This design comes from an exercise in tuning for small area and a short achievable clock period on the open sky130 flow, not from production work. The RTL was checked by simulation tests, not by an equivalence proof against the original design. No driver is modelled on the clock port, so clock power and skew are understated where the tree is cut down; a real chip needs a root buffer or a tree. No activity file was given, so power comes from the tool's default toggle rates.

## run A
## Extra2LPTop
module Extra2LPTop(
    input clk,
    input rst,
    input [31:0] A_in,
    input [31:0] B_in,
    input [31:0] C_in,
    output [35:0] Q
    );
    localparam B1 = 11;    
    localparam B2 = 22;
    wire [31:0] c_sh = {2'b00, C_in[31:2]};
    wire [31:0] s0 = A_in ^ B_in ^ c_sh;
    wire [31:0] k0 = (A_in & B_in) | (A_in & c_sh) | (B_in & c_sh);
    wire [33:0] x0 = {2'b00, s0};
    wire [33:0] y0 = {1'b0, k0, 1'b0};
    wire [33:0] g0 = x0 & y0;
    wire [33:0] p0 = x0 ^ y0;
    reg [32:0] g1;           
    reg [33:0] p1;
    reg [1:0]  cl1;
    always @(posedge clk) begin
        g1  <= g0[32:0];
        p1  <= p0;
        cl1 <= C_in[1:0];
    end
    reg [33:0] gg, pp;       
    reg [33:0] cin;          
    reg [2:0]  cout;         
    integer i, l, st;
    always @(*) begin
        gg = {1'b0, g1};
        pp = p1;
        for (l = 1; l < 32; l = l * 2) begin
            for (i = 33; i >= 0; i = i - 1) begin
                st = (i >= B2) ? B2 : (i >= B1) ? B1 : 0;
                if (((i - st) & l) != 0 && ((i - st) & ~(l - 1)) - 1 + st >= st) begin
                    gg[i] = gg[i] | (pp[i] & gg[((i - st) & ~(2*l - 1)) + l - 1 + st]);
                    pp[i] = pp[i] & pp[((i - st) & ~(2*l - 1)) + l - 1 + st];
                end
            end
        end
        cin = 34'd0;
        for (i = 1; i < 34; i = i + 1)
            if (i != B1 && i != B2) cin[i] = gg[i-1];
        cout[0] = gg[B1-1];
        cout[1] = gg[B2-1];
    end
    wire [33:0] u1 = p1 ^ cin;
    reg        ph;
    reg        qa, qb;
    reg [33:0] u2;
    reg [1:0]  co2;
    reg [1:0]  cl2;
    reg [35:0] result;
    wire c_b1 = co2[0];
    wire c_b2 = co2[1] | (co2[0] & (&u2[B2-1:B1]));
    reg [B2-B1-1:0] mid;
    reg [33-B2:0]   top;
    integer j;
    always @(*) begin
        for (j = B1; j < B2; j = j + 1)
            mid[j-B1] = u2[j] ^ (c_b1 & (&(u2 | ~(((34'd1 << j) - 34'd1) & ~((34'd1 << B1) - 34'd1)))));
        for (j = B2; j < 34; j = j + 1)
            top[j-B2] = u2[j] ^ (c_b2 & (&(u2 | ~(((34'd1 << j) - 34'd1) & ~((34'd1 << B2) - 34'd1)))));
    end
  ...
export LEC_CHECK = 0
export ABC_AREA = 1
export CAP_MARGIN = 20
export CORE_MARGIN = 2
export CORE_UTILIZATION = 60
export PLACE_DENSITY = 0.75
export SETUP_SLACK_MARGIN = 2.35
export SLEW_MARGIN = 20
create_clock -name core_clock -period 4.0 [get_ports {clk}]
standard.sh (not shown) runs the stock make flow with config.mk's settings and CLKGATE_MAP_FILE= SYNTH_SCRIPT=/design/flow/synth_recipe.tcl, a recipe that flattens the netlist after the stock synthesis.
==> flow/flow/run.sh <==
#!/bin/bash
# Standard ORFS layout (the standard.sh, standard synthesis), with:
#  - port buffers of sky130_fd_sc_hd__buf_1 instead of the default delay buffer
#  - a two-level clock tree (flow/clocktree.tcl, run as the CTS step's PRE hook):
#    the clock port drives four clkbuf_16, each driving two clkbuf_8 that drive
#    an eighth of the flip-flops each; the CTS step's timing repair and placement
#    run as usual
cp standard.sh standard_sh.log
export BUFFER_PORTS_ARGS="-buffer_cell sky130_fd_sc_hd__buf_1"
export PRE_CTS_TCL="$PWD/flow/clocktree.tcl"
bash standard.sh > standard.log 2>&1
Other scripts of this flow, unchanged in this note and not shown: flow/flow/clocktree.tcl
### run A -> run B
Settings: a change of SETUP_SLACK_MARGIN from 2.35 to 2.45.
Findings:
Run B: global-route track usage on met2 is 1.7 points higher than what run A reported. Comparing run A and run B, combinational fraction of design power is higher on run B. Diff run B..run A | first-pass detailed-route iteration total | unchanged. On largest voltage drop on the vdd net, the higher figure sits with run B, not run A.
Inputs modified between run B and run C:
Settings: CORE_UTILIZATION now 50, was 60; PLACE_DENSITY now 0.65, was 0.75; SETUP_SLACK_MARGIN now 2.4, was 2.45.
--- outcome ---
No stage failed in run C, and the final checks on the layout all came back clean. Re time the final worst path needs with I/O delays and setup: run B was higher than run C. [compare] base=run B new=run C: fraction of layout instances using a drive strength above 1 has decreased, power density over cell area has decreased, sum of internal, switching and leakage power has decreased. Run C vs run B — required time of the critical path dropped 970 ps. Relative to run B, count of non-filler cells in the finished layout decreased by 5 in run C. Fraction of power consumed by sequential logic for run C: 2.6 points up relative to run B. Route | run C vs run B | wire shorter in run C. Compare run C and run B | critical path depth in cells higher: run B. Relative to run B, cell area has decreased by 360 um^2 in run C. Going from run B to run C, met3 capacity usage during global routing grows by 0.36 points.
The following lists how run D was set up differently from run C:
Settings: PLACE_DENSITY changed from 0.65 to 0.75; CORE_UTILIZATION changed from 50 to 60.
Notes after the runs:
Going from run C to run D, routed wire length went up; pin slew with the least headroom to its limit decreased 24 ps; flip-flop and latch share of the layout cell area picked up an extra 0.35 points.
Looking at run D and run C, the setup slack is a wash.
No run of this note takes its clock network from TritonCTS; it comes from the design's own scripts or RTL.


Extra2LPTop again, from the RTL that the note above started with.
// Extra2LPTop
module Extra2LPTop(
    input clk,
    input rst,
    input [31:0] A_in,
    input [31:0] B_in,
    input [31:0] C_in,
    output [35:0] Q
    );
    localparam B1 = 11;    
    localparam B2 = 22;
    wire [31:0] c_sh = {2'b00, C_in[31:2]};
    wire [31:0] s0 = A_in ^ B_in ^ c_sh;
    wire [31:0] k0 = (A_in & B_in) | (A_in & c_sh) | (B_in & c_sh);
    wire [33:0] x0 = {2'b00, s0};
    wire [33:0] y0 = {1'b0, k0, 1'b0};
    wire [33:0] g0 = x0 & y0;
    wire [33:0] p0 = x0 ^ y0;
    reg [32:0] g1;           
    reg [33:0] p1;
    reg [1:0]  cl1;
    always @(posedge clk) begin
        g1  <= g0[32:0];
        p1  <= p0;
        cl1 <= C_in[1:0];
    end
    reg [33:0] gg, pp;       
    reg [33:0] cin;          
    reg [2:0]  cout;         
    integer i, l, st;
    always @(*) begin
        gg = {1'b0, g1};
        pp = p1;
        for (l = 1; l < 32; l = l * 2) begin
            for (i = 33; i >= 0; i = i - 1) begin
                st = (i >= B2) ? B2 : (i >= B1) ? B1 : 0;
                if (((i - st) & l) != 0 && ((i - st) & ~(l - 1)) - 1 + st >= st) begin
                    gg[i] = gg[i] | (pp[i] & gg[((i - st) & ~(2*l - 1)) + l - 1 + st]);
                    pp[i] = pp[i] & pp[((i - st) & ~(2*l - 1)) + l - 1 + st];
                end
            end
        end
        cin = 34'd0;
        for (i = 1; i < 34; i = i + 1)
            if (i != B1 && i != B2) cin[i] = gg[i-1];
        cout[0] = gg[B1-1];
        cout[1] = gg[B2-1];
    end
    wire [33:0] u1 = p1 ^ cin;
    reg        ph;
    reg        qa, qb;
    reg [33:0] u2;
    reg [1:0]  co2;
    reg [1:0]  cl2;
    reg [35:0] result;
    wire c_b1 = co2[0];
    wire c_b2 = co2[1] | (co2[0] & (&u2[B2-1:B1]));
    reg [B2-B1-1:0] mid;
    reg [33-B2:0]   top;
    integer j;
    always @(*) begin
        for (j = B1; j < B2; j = j + 1)
            mid[j-B1] = u2[j] ^ (c_b1 & (&(u2 | ~(((34'd1 << j) - 34'd1) & ~((34'd1 << B1) - 34'd1)))));
  ...
export LEC_CHECK = 0
export ABC_AREA = 1
export CAP_MARGIN = 20
export CORE_MARGIN = 2
export CORE_UTILIZATION = 60
export PLACE_DENSITY = 0.65
export SETUP_SLACK_MARGIN = 2.4
export SLEW_MARGIN = 20
create_clock -name core_clock -period 4.0 [get_ports {clk}]
Scripts as last shown in full above: flow/flow/run.sh
Other scripts of this flow, unchanged in this note and not shown: flow/flow/clocktree.tcl
The baseline finished clean.
Change:
- CORE_UTILIZATION: 60 -> 40
- PLACE_DENSITY: 0.65 -> 0.55
Outcome: Hold slack is about the same. Setup slack gets better by 0.0067 ns. Sequential power barely changes. Die area goes up by well over a third. Wire length goes up by a few percent. Cell count goes up by a few percent.
No run of this note takes its clock network from TritonCTS; it comes from the design's own scripts or RTL.


the baseline:
Extra2LPTop again, from the RTL that the note above started with.
==> flow/config.mk <==
export PLATFORM = sky130hd
export DESIGN_NAME = Extra2LPTop
export DESIGN_NICKNAME = Extra2LPTop
export VERILOG_FILES = /design/flow/design.v
export SDC_FILE = /design/flow/constraint.sdc
export NUM_CORES = 4
export LEC_CHECK = 0
export ABC_AREA = 1
export CAP_MARGIN = 20
export CORE_MARGIN = 2
export CORE_UTILIZATION = 70
export PLACE_DENSITY = 0.85
export SETUP_SLACK_MARGIN = 2.4
export SLEW_MARGIN = 20
==> flow/constraint.sdc <==
create_clock -name core_clock -period 4.0 [get_ports {clk}]
set_input_delay 0.8000 -clock core_clock [delete_from_list [all_inputs] [get_ports {clk}]]
set_output_delay 0.8000 -clock core_clock [all_outputs]
set_load 0.01 [all_outputs]
==> flow/flow/clocktree.tcl <==
# PRE_CTS_TCL hook: a two-level clock tree built by hand, in place of
# clock_tree_synthesis. The clock port drives four top buffers; each drives
# the leaf buffers of one quarter of the flip-flops (split at the median x,
# then the median y); each leaf buffer drives an equal share of its quarter
# (split again at medians) and sits at its group's centroid. Every
# flip-flop is two buffers from the port, so the tree adds no intended skew.
set top_cell  sky130_fd_sc_hd__clkbuf_16
set leaf_cell sky130_fd_sc_hd__clkbuf_8
set nleaf 2                   ;# leaf buffers per quarter: 1, 2 or 4
set block [ord::get_db_block]
set db [ord::get_db]
set clknet [$block findNet clk]
set sinks {}
foreach it [$clknet getITerms] {
  if {[$it isInputSignal]} {
    set xy [$it getAvgXY]
    lappend sinks [list $it [lindex $xy 1] [lindex $xy 2]]
  }
}
puts "manual clock tree: [llength $sinks] sinks"
proc split_half {lst idx} {
  set s [lsort -real -index $idx $lst]
  set n [expr {[llength $s] / 2}]
  return [list [lrange $s 0 [expr {$n - 1}]] [lrange $s $n end]]
}
# split along the wider side of the group's bounding box
proc split_wide {lst} {
  set xs [lsort -real [lmap s $lst {lindex $s 1}]]
  set ys [lsort -real [lmap s $lst {lindex $s 2}]]
  if {[lindex $xs end] - [lindex $xs 0] >= [lindex $ys end] - [lindex $ys 0]} {
    return [split_half $lst 1]
  }
  return [split_half $lst 2]
}
proc centroid {lst} {
  set sx 0; set sy 0
  foreach s $lst { set sx [expr {$sx + [lindex $s 1]}]; set sy [expr {$sy + [lindex $s 2]}] }
  return [list [expr {int($sx / [llength $lst])}] [expr {int($sy / [llength $lst])}]]
}
proc add_buffer {cell name loc innet} {
  set block [ord::get_db_block]
  set db [ord::get_db]
  set inst [odb::dbInst_create $block [$db findMaster $cell] $name]
  $inst setLocation [lindex $loc 0] [lindex $loc 1]
  $inst setPlacementStatus PLACED
  set net [odb::dbNet_create $block "${name}_net"]
  $net setSigType CLOCK
  [$inst findITerm A] connect $innet
  [$inst findITerm X] connect $net
  return $net
}
set quarters {}
foreach hx [split_half $sinks 1] {
  foreach hy [split_half $hx 2] { lappend quarters $hy }
}
set q 0
foreach g $quarters {
  set leaves [list $g]
  while {[llength $leaves] < $nleaf} {
    set next {}
    foreach l $leaves { lappend next {*}[split_wide $l] }
    set leaves $next
  }
  set topnet [add_buffer $top_cell "clkbuf_man_$q" [centroid $g] $clknet]
  set k 0
  foreach l $leaves {
    set net [add_buffer $leaf_cell "clkbuf_man_${q}_$k" [centroid $l] $topnet]
    foreach s $l {
      set it [lindex $s 0]
      $it disconnect
      $it connect $net
    }
    puts "manual clock tree: leaf buffer ${q}_$k drives [llength $l] sinks"
    incr k
  }
  incr q
}
$clknet setSigType CLOCK
set_propagated_clock [all_clocks]
# the tree is built: skip the tool's own clock tree synthesis
rename clock_tree_synthesis clock_tree_synthesis_unused
proc clock_tree_synthesis {args} { puts "clock_tree_synthesis skipped (manual tree)" }
Scripts as last shown in full above: flow/flow/run.sh
Input-level comparison between the candidate and the baseline:
Settings: swapping 70 for 60 in CORE_UTILIZATION; swapping 0.85 for 0.75 in PLACE_DENSITY.
--- a/flow/flow/run.sh
+++ b/flow/flow/run.sh
@@ -3,5 +3,5 @@
 #  - port buffers of sky130_fd_sc_hd__buf_1 instead of the default delay buffer
 #  - a two-level clock tree (flow/clocktree.tcl, run as the CTS step's PRE hook):
-#    the clock port drives four clkbuf_16, each driving two clkbuf_8 that drive
+#    the clock port drives four clkbuf_16, each driving two clkbuf_16 that drive
 #    an eighth of the flip-flops each; the CTS step's timing repair and placement
 #    run as usual
--- a/flow/flow/clocktree.tcl
+++ b/flow/flow/clocktree.tcl
@@ -6,5 +6,5 @@
 # flip-flop is two buffers from the port, so the tree adds no intended skew.
 set top_cell  sky130_fd_sc_hd__clkbuf_16
-set leaf_cell sky130_fd_sc_hd__clkbuf_8
+set leaf_cell sky130_fd_sc_hd__clkbuf_16
 set nleaf 2                   ;# leaf buffers per quarter: 1, 2 or 4
 set block [ord::get_db_block]
## What came out
Reported for the candidate and the baseline, number of endpoints with negative hold slack in the final report turned out identical to the last digit.
For the baseline, the timing startpoint of the critical path was result[3]$_DFF_P_, unlike the candidate, where it was result[23]$_DFF_P_.
Summary of the candidate over the baseline: routed wire length -740 um; layout sequential cell count neither gained nor lost much; switching part of the total power fell 1.0 points; number of multi-input combinational cells in the layout roughly the same.
Diff the baseline -> the candidate | via count | decrease of 135
Taking the baseline as the reference, in the candidate finished layout cell area went up about 1.3%, sequential portion of the cell area moved down.
No run of this note takes its clock network from TritonCTS; it comes from the design's own scripts or RTL.

==> re-timing with driven ports <==
The flow's constraints put no driver on any port. The routed layouts listed below were extracted and timed again, unchanged, in two steps.
Step 1 (the two cells are an assumption about what drives the block):
set clk [get_ports {clk}]
set_driving_cell -lib_cell sky130_fd_sc_hd__clkbuf_16 $clk
set_driving_cell -lib_cell sky130_fd_sc_hd__buf_2 [delete_from_list [all_inputs] $clk]
Step 2 moves the port delays by t, midway between the first and last clock arrival at a register: inputs arrive t later, outputs are due t later. That takes back most of the time a late clock gives input paths.
a / b / c = no drivers / after step 1 / after step 2; a / b = the first two.
run	shift t [ns]	setup WS [ns]	slew at the worst register clock pin (ns)
run A	0.355	2.388 / 2.306 / 2.180	0.10 / 0.10
run B	0.354	2.413 / 2.370 / 2.170	0.10 / 0.10
run C	0.354	2.431 / 2.350 / 2.183	0.11 / 0.11
run D	0.354	2.431 / 2.351 / 2.178	0.11 / 0.11
the first run of note 2	0.357	2.426 / 2.345 / 2.156	0.11 / 0.11
the second run of note 2	0.362	2.433 / 2.347 / 2.167	0.11 / 0.11
the baseline	0.356	2.418 / 2.335 / 2.152	0.11 / 0.11
the candidate	0.342	2.429 / 2.349 / 2.162	0.07 / 0.07
After both steps every run listed still meets setup and hold. For the first run of note 2, which loses most, drivers alone change the setup slack by -0.081 ns; drivers and shift together by -0.270 ns.
